Source: an optimization exercise on an open RTL-to-GDS flow (aim: small area). Production flows keep margins and buffers that such runs may drop. Where RTL was checked, it was by simulation tests only, not by an equivalence proof against the original. No activity file was given, so power comes from the tool's default toggle rates.

==> flow/design.v <==
`timescale 1ns / 1ps
module Reg_File(
    input [31:0] reg_w,
    input write_enable,
    input clk,
    input rst,
    input [4:0] reg_enc_write,
    input [31:1] sel1,
    input [31:1] sel2,
    output reg [31:1] valid,
    output [31:0] rs1,
    output [31:0] rs2
    );
    wire [31:1] we;
    wire [32*32-1:32] q;
    genvar i;
    generate
        for (i = 1; i < 32; i = i + 1) begin : row
            assign we[i] = write_enable & (reg_enc_write == i);
            Reg_Row r(.clk(clk), .load(we[i]), .hold(~we[i]), .d(reg_w), .q(q[32*i +: 32]));
        end
    endgenerate
    always @(posedge clk or negedge rst) begin
        if (rst == 1'b0)
            valid <= 31'b0;
        else
            valid <= valid | we;
    end
    Reg_Read p1(.sel(sel1), .q(q), .r(rs1));
    Reg_Read p2(.sel(sel2), .q(q), .r(rs2));
endmodule
module Reg_Read(
    input [31:1] sel,
    input [32*32-1:32] q,
    output [31:0] r
    );
    genvar b, g;
    generate
        for (b = 0; b < 32; b = b + 1) begin : bt
            wire [10:0] n;
            for (g = 0; g < 10; g = g + 1) begin : grp
                And_Or3 a(.s(sel[3*g+3:3*g+1]),
                          .d({q[32*(3*g+3)+b], q[32*(3*g+2)+b], q[32*(3*g+1)+b]}),
                          .y_n(n[g]));
            end
            assign n[10] = ~(sel[31] & q[32*31+b]);
            assign r[b] = ~(&n);
        end
    endgenerate
endmodule
module And_Or3(
    input [2:0] s,
    input [2:0] d,
    output y_n
    );
    assign y_n = ~|(s & d);
endmodule
module Reg_Row(
    input clk,
    input load,
    input hold,
    input [31:0] d,
    output reg [31:0] q
    );
    always @(posedge clk)
        q <= (d & {32{load}}) | (q & {32{hold}});
endmodule
`timescale 1ns / 1ps
module IDecode(
    input [31:0] Ins,
    input [31:0] PC_curr,
    input rst,
    input clk_stage,
    input [31:0] regfile1,
    input [31:0] regfile2,
    input [4:0] outdated_EXE,outdated_MEM,outdated_WB,
    input IDBufEn,
    input [31:0] EXEBuf,MEMBuf,
    input pc_ins_type,
    input Mem_rd_in,
    input [31:1] valid,
    output [31:1] sel1,
    output [31:1] sel2,
    output reg [31:0] PC_curr_reg,
    output reg pc_ins_type_reg,
    output reg [7:0] ALUOp,
    output reg sgn,
    output reg isBranch,
    output reg isJump,
    output reg branch_type,
    output reg [31:0] ALUopr1,
    output reg [31:0] ALUopr2,
    output reg [31:0] Store_src,
    output IDHold
    );
    wire [6:0] opcode = Ins[6:0];
    wire [2:0] funct3 = Ins[14:12];
    wire [6:0] funct7 = Ins[31:25];
    wire [4:0] rs1_enc = Ins[19:15], rs2_enc = Ins[24:20];
    localparam OP=6'd0,OP_IMM=6'd1,JAL=6'd2,JALR=6'd3,BRANCH=6'd4,LOAD=6'd5,STORE=6'd6,LUI=6'd7,AUIPC=6'd8;
    wire o_op = opcode == 7'd0, o_imm = opcode == 7'd1, o_jal = opcode == 7'd2,
         o_jalr = opcode == 7'd3, o_br = opcode == 7'd4, o_ld = opcode == 7'd5,
         o_st = opcode == 7'd6, o_lui = opcode == 7'd7, o_auipc = opcode == 7'd8;
    wire t_i = o_imm | o_jalr | o_ld, t_s = o_st, t_b = o_br, t_j = o_jal;
    wire w1 = t_i | t_s | t_b, w2 = w1 | t_j;
    wire [31:0] immediate = {
        Ins[31],
        w2 ? {11{Ins[31]}} : Ins[30:20],
        w1 ? {8{Ins[31]}} : Ins[19:12],
        (Ins[31] & (t_i | t_s)) | (Ins[7] & t_b) | (Ins[20] & t_j),
        Ins[30:25] & {6{w2}},
        (Ins[24:21] & {4{t_i | t_j}}) | (Ins[11:8] & {4{t_s | t_b}}),
        (Ins[20] & t_i) | (Ins[7] & t_s)
    };
    wire neq0 = rs1_enc != 5'b0, neq1 = rs2_enc != 5'b0;
    wire c10 = outdated_EXE == rs1_enc, c11 = outdated_MEM == rs1_enc, c12 = outdated_WB == rs1_enc;
    wire c20 = outdated_EXE == rs2_enc, c21 = outdated_MEM == rs2_enc, c22 = outdated_WB == rs2_enc;
    wire a1 = o_op | o_imm | o_jalr | o_br | o_ld | o_st;
    wire en = IDBufEn;
    wire a1_exe = en & a1 & neq0 & c10;
    wire a1_mem = en & a1 & neq0 & ~c10 & c11;
    wire a1_reg = en & a1 & ~c10 & ~c11;
    wire a1_pc = en & ~a1 & ~o_lui;
    wire [31:0] dec1 = 32'b1 << rs1_enc, dec2 = 32'b1 << rs2_enc;
    assign sel1 = dec1[31:1] & valid & {31{a1_reg}};
    always @(posedge clk_stage or negedge rst) begin
        if (rst == 1'b0)
            ALUopr1 <= 32'b0;
        else
            ALUopr1 <= ({32{a1_exe}} & EXEBuf) | ({32{a1_mem}} & MEMBuf) |
                       regfile1 | ({32{a1_pc}} & PC_curr) | ({32{~en}} & ALUopr1);
    end
    wire u2 = o_op | o_br | o_st;
    wire b2_exe = u2 & neq1 & c12;
    wire b2_mem = u2 & neq1 & ~c12 & c20;
    wire b2_reg = u2 & ~c12 & ~c20;
    assign sel2 = dec2[31:1] & valid & {31{b2_reg}};
    wire [31:0] rs2_updated = ({32{b2_exe}} & EXEBuf) | ({32{b2_mem}} & MEMBuf) | regfile2;
    wire immsel = o_imm | o_lui | o_auipc | o_jal | o_jalr | o_ld | o_st;
    always @(posedge clk_stage or negedge rst) begin
        if (rst == 1'b0)
            ALUopr2 <= 32'b0;
        else if (en)
            ALUopr2 <= immsel ? immediate : rs2_updated;
    end
    always @(posedge clk_stage or negedge rst) begin
        if (rst == 1'b0)
            Store_src <= 32'b0;
        else if (en & t_s)
            Store_src <= rs2_updated;
    end
    always @(posedge clk_stage or negedge rst) begin
        if (rst == 0) begin
            PC_curr_reg <= 32'b0;
            pc_ins_type_reg <= 1'b0;
        end
        else if (en) begin
            PC_curr_reg <= PC_curr;
            pc_ins_type_reg <= pc_ins_type;
        end
    end
    localparam ADD=8'd1,SUB=8'd3,SLT=8'd7,AND=8'd4,OR=8'd8,XOR=8'd16,SLL=8'd32,SRL=8'd64,SRA=8'd128;
    localparam BEQ=3'd0,BNE=3'd1,BLTU=3'd2,BLT=3'd3,BGEU=3'd4,BGE=3'd5;
    localparam ADD_=10'd0,SLT_=10'd1,SLTU_=10'd2,AND_=10'd3,OR_=10'd4,XOR_=10'd5,SLL_=10'd6,SRL_=10'd7,SUB_=10'd256,SRA_=10'd257;
    localparam ADDI=8'd0,SLTIU=8'd1,ANDI=8'd2,ORI=8'd3,XORI=8'd4,SLLI=8'd5,SRLI=8'd6,SRAI=8'd7;
    always @(posedge clk_stage or negedge rst) begin
        if(rst==1'b0)
            ALUOp<=8'b0;
        else if(IDBufEn) begin
            casez({opcode,funct7,funct3})
                {OP,{7{1'b?}},ADDI},{OP_IMM,ADD_},{LUI,{9{1'b?}}},{AUIPC,{9{1'b?}}}:
                    ALUOp<=ADD;
                {OP,{7{1'b?}},SLTIU},{OP_IMM,SLT_},{OP_IMM,SLTU_},{OP_IMM,SUB_},{BRANCH,{7'b?},BGEU},{BRANCH,{7'b?},BGE},{BRANCH,{7'b?},BLTU},{BRANCH,{7'b?},BLT}:
                    ALUOp<=SUB;
                {OP,{7{1'b?}},ANDI},{OP_IMM,AND_}:
                    ALUOp<=AND;
                {OP,{7{1'b?}},ORI},{OP_IMM,OR_}:
                    ALUOp<=OR;
                {OP,{7{1'b?}},XORI},{OP_IMM,XOR_},{BRANCH,{7'b?},BEQ},{BRANCH,{7'b?},BNE}:
                    ALUOp<=XOR;
                {OP,{7{1'b?}},SLL},{OP_IMM,SLL_}:
                    ALUOp<=SLL;
                {OP,{7{1'b?}},SRL},{OP_IMM,SRL_}:
                    ALUOp<=SRL;
                {OP,{7{1'b?}},SRA},{OP_IMM,SRA_}:
                    ALUOp<=SRA;
                default:
                    ALUOp<=ADD;
            endcase
        end
    end
    always @(posedge clk_stage or negedge rst) begin
        if(rst==0)
            sgn<=1'b0;
        else if(IDBufEn) begin
            casez({opcode,funct7,funct3})
                {OP_IMM,{10{1'b?}}},{OP,SLT_},{OP,SRA_},{BRANCH,{7{1'b?}},BLTU},{BRANCH,{7{1'b?}},BGEU}:
                    sgn<=1'b1;
                default:
                    sgn<=1'b0;
            endcase
        end
    end
    always @(posedge clk_stage or negedge rst) begin
        if(rst==1'b0) begin
            isBranch<=1'b0;
            isJump<=1'b0;
        end
        else if(IDBufEn) begin
            isBranch<=o_br;
            isJump<=o_jal|o_jalr;
        end
    end
    always @(posedge clk_stage or negedge rst) begin
        if(rst==1'b0)
            branch_type<=1'b0;
        else if(IDBufEn & ~(funct3[2] & funct3[1]))
            branch_type<=~funct3[1] & ~funct3[2];
    end
    wire [5:0] cmp = {c22, c21, c20, c12, c11, c10};
    wire [1:0] neq = {neq1, neq0};
    reg [1:0] RAW_stall;
    genvar i1;
    generate
        for(i1=0;i1<2;i1=i1+1) begin : stall
            always @(*) begin
                casez({neq[i1],cmp[3*i1+:3],Mem_rd_in})
                    {1'b1,3'b?10,1'b0},{1'b1,3'b100,1'b?},{1'b1,3'b000,1'b?}:
                        RAW_stall[i1]=1'b0;
                    default:
                        RAW_stall[i1]=1'b1;
                endcase
            end
        end
    endgenerate
    assign IDHold=RAW_stall[0]|RAW_stall[1];
endmodule
`timescale 1ns / 1ps
module ID_RF(
    input clk,
    input rst,
    input [31:0] Ins,
    input [31:0] PC_curr,
    input [4:0] outdated_EXE,
    input [4:0] outdated_MEM,
    input [4:0] outdated_WB,
    input IDBufEn,
    input [31:0] EXEBuf,
    input [31:0] MEMBuf,
    input [2:0] ins_class,
    input pc_ins_type,
    input Mem_rd_in,
    input [31:0] wb_data,
    input wb_en,
    input [4:0] wb_rd,
    output [31:0] PC_curr_reg,
    output pc_ins_type_reg,
    output [7:0] ALUOp,
    output sgn,
    output isBranch,
    output isJump,
    output branch_type,
    output [31:0] ALUopr1,
    output [31:0] ALUopr2,
    output [31:0] Store_src,
    output IDHold
    );
    wire [31:1] sel1, sel2, valid;
    wire [31:0] rs1, rs2;
    Reg_File rf(
        .reg_w(wb_data),
        .write_enable(wb_en),
        .clk(clk),
        .rst(rst),
        .reg_enc_write(wb_rd),
        .sel1(sel1),
        .sel2(sel2),
        .valid(valid),
        .rs1(rs1),
        .rs2(rs2)
    );
    IDecode id(
        .Ins(Ins),
        .PC_curr(PC_curr),
        .rst(rst),
        .clk_stage(clk),
        .regfile1(rs1),
        .regfile2(rs2),
        .outdated_EXE(outdated_EXE),
        .outdated_MEM(outdated_MEM),
        .outdated_WB(outdated_WB),
        .IDBufEn(IDBufEn),
        .EXEBuf(EXEBuf),
        .MEMBuf(MEMBuf),
        .pc_ins_type(pc_ins_type),
        .Mem_rd_in(Mem_rd_in),
        .sel1(sel1),
        .sel2(sel2),
        .valid(valid),
        .PC_curr_reg(PC_curr_reg),
        .pc_ins_type_reg(pc_ins_type_reg),
        .ALUOp(ALUOp),
        .sgn(sgn),
        .isBranch(isBranch),
        .isJump(isJump),
        .branch_type(branch_type),
        .ALUopr1(ALUopr1),
        .ALUopr2(ALUopr2),
        .Store_src(Store_src),
        .IDHold(IDHold)
    );
endmodule
clock: 7.0 ns
lec_check: 0
cap_margin: 20
core_margin: 2
core_utilization: 60
slew_margin: 20
synth_hierarchical: 1
standard.sh (not shown) runs the stock make flow with config.mk's settings and CLKGATE_MAP_FILE= SYNTH_SCRIPT=/design/flow/synth_recipe.tcl, a recipe that flattens the netlist after the stock synthesis.
==> flow/flow/run.sh <==
#!/bin/bash
# Standard ORFS layout (the standard.sh, standard synthesis unchanged) with two
# changes to how the layout is made:
#  - port buffers use the smallest buffer cell (buf_1) instead of the default choice;
#  - CTS without dummy loads, with larger sink clusters driven by clkbuf_16.
# All output goes to standard.log in the work folder; ORFS's per-step logs stay
# under orfs/logs/.
set -euo pipefail
bash standard.sh \
  "BUFFER_PORTS_ARGS=-buffer_cell sky130_fd_sc_hd__buf_1" \
  "CTS_ARGS=-sink_clustering_enable -repair_clock_nets -dont_use_dummy_load -buf_list sky130_fd_sc_hd__clkbuf_16 -sink_clustering_size 25 -sink_clustering_max_diameter 60" \
  finish > standard.log 2>&1
Rerun with:
--- a/flow/design.v
+++ b/flow/design.v
@@ -162,34 +162,53 @@
     localparam ADD=8'd1,SUB=8'd3,SLT=8'd7,AND=8'd4,OR=8'd8,XOR=8'd16,SLL=8'd32,SRL=8'd64,SRA=8'd128;
     localparam BEQ=3'd0,BNE=3'd1,BLTU=3'd2,BLT=3'd3,BGEU=3'd4,BGE=3'd5;
     localparam ADD_=10'd0,SLT_=10'd1,SLTU_=10'd2,AND_=10'd3,OR_=10'd4,XOR_=10'd5,SLL_=10'd6,SRL_=10'd7,SUB_=10'd256,SRA_=10'd257;
     localparam ADDI=8'd0,SLTIU=8'd1,ANDI=8'd2,ORI=8'd3,XORI=8'd4,SLLI=8'd5,SRLI=8'd6,SRAI=8'd7;
-    always @(posedge clk_stage or negedge rst) begin
-        if(rst==1'b0)
-            ALUOp<=8'b0;
-        else if(IDBufEn) begin
+    reg [7:0] aluop_n;
+    always @(*) begin
+        begin
             casez({opcode,funct7,funct3})
                 {OP,{7{1'b?}},ADDI},{OP_IMM,ADD_},{LUI,{9{1'b?}}},{AUIPC,{9{1'b?}}}:
-                    ALUOp<=ADD;
+                    aluop_n=ADD;
                 {OP,{7{1'b?}},SLTIU},{OP_IMM,SLT_},{OP_IMM,SLTU_},{OP_IMM,SUB_},{BRANCH,{7'b?},BGEU},{BRANCH,{7'b?},BGE},{BRANCH,{7'b?},BLTU},{BRANCH,{7'b?},BLT}:
-                    ALUOp<=SUB;
+                    aluop_n=SUB;
                 {OP,{7{1'b?}},ANDI},{OP_IMM,AND_}:
-                    ALUOp<=AND;
+                    aluop_n=AND;
                 {OP,{7{1'b?}},ORI},{OP_IMM,OR_}:
-                    ALUOp<=OR;
+                    aluop_n=OR;
                 {OP,{7{1'b?}},XORI},{OP_IMM,XOR_},{BRANCH,{7'b?},BEQ},{BRANCH,{7'b?},BNE}:
-                    ALUOp<=XOR;
+                    aluop_n=XOR;
                 {OP,{7{1'b?}},SLL},{OP_IMM,SLL_}:
-                    ALUOp<=SLL;
+                    aluop_n=SLL;
                 {OP,{7{1'b?}},SRL},{OP_IMM,SRL_}:
-                    ALUOp<=SRL;
+                    aluop_n=SRL;
                 {OP,{7{1'b?}},SRA},{OP_IMM,SRA_}:
-                    ALUOp<=SRA;
+                    aluop_n=SRA;
                 default:
-                    ALUOp<=ADD;
+                    aluop_n=ADD;
             endcase
         end
     end
+    reg [3:0] k;
+    always @(posedge clk_stage or negedge rst) begin
+        if(rst==1'b0)
+            k<=4'b0;
+        else if(IDBufEn)
+            k<={aluop_n[4]|aluop_n[5]|aluop_n[6]|aluop_n[7],
+                aluop_n[2]|aluop_n[3]|aluop_n[6]|aluop_n[7],
+                aluop_n[1]|aluop_n[3]|aluop_n[5]|aluop_n[7],
+                aluop_n[0]};
+    end
+    always @(*) begin
+        ALUOp[0] = k[0];
+        ALUOp[1] = k[0] & k[1];
+        ALUOp[2] = ~k[3] & k[2] & ~k[1];
+        ALUOp[3] = ~k[3] & k[2] & k[1];
+        ALUOp[4] = k[3] & ~k[2] & ~k[1];
+        ALUOp[5] = k[3] & ~k[2] & k[1];
+        ALUOp[6] = k[3] & k[2] & ~k[1];
+        ALUOp[7] = k[3] & k[2] & k[1];
+    end
     always @(posedge clk_stage or negedge rst) begin
         if(rst==0)
             sgn<=1'b0;
         else if(IDBufEn) begin
- fmax fell by about 2.3%
- sequential cell count fell by 4
- wire length rose by 0.60%
- cell count rose by 0.50%
- global-route usage rose by 0.22 points
- total power fell by about 0.45%
For the first run of this note, only the layout was checked, not whether the RTL still works.

[afterwards: timing with drivers on the ports]
The results above use ideal ports. As a check the final layouts listed here were re-extracted and re-timed, cells and wires unchanged.
Step 1, drivers: a clkbuf_16 drives clk and a buf_2 each remaining input, both assumed.
Step 2 times the ports against the registers' clock, not the clock port: input delays grow and output delays shrink by t, the midpoint of the rising clock arrivals with the driver on.
a / b / c = no drivers / after step 1 / after step 2; a / b = the first two.
run | shift t [ns] | slack for setup (ns) | hold slack, ns | worst setup path after step 2 | worst slew at a driven data input, ns
the first run | 0.730 | 1.090 / 1.140 / 0.410 | 0.466 / 0.466 / 0.466 | input to register | 0.12
the second run | 0.696 | 0.949 / 0.986 / 0.290 | 0.463 / 0.463 / 0.463 | input to register | 0.12
After both steps every run listed still meets setup and hold. For the first run, which loses most, drivers alone change the setup slack by +0.050 ns; drivers and shift together by -0.680 ns.
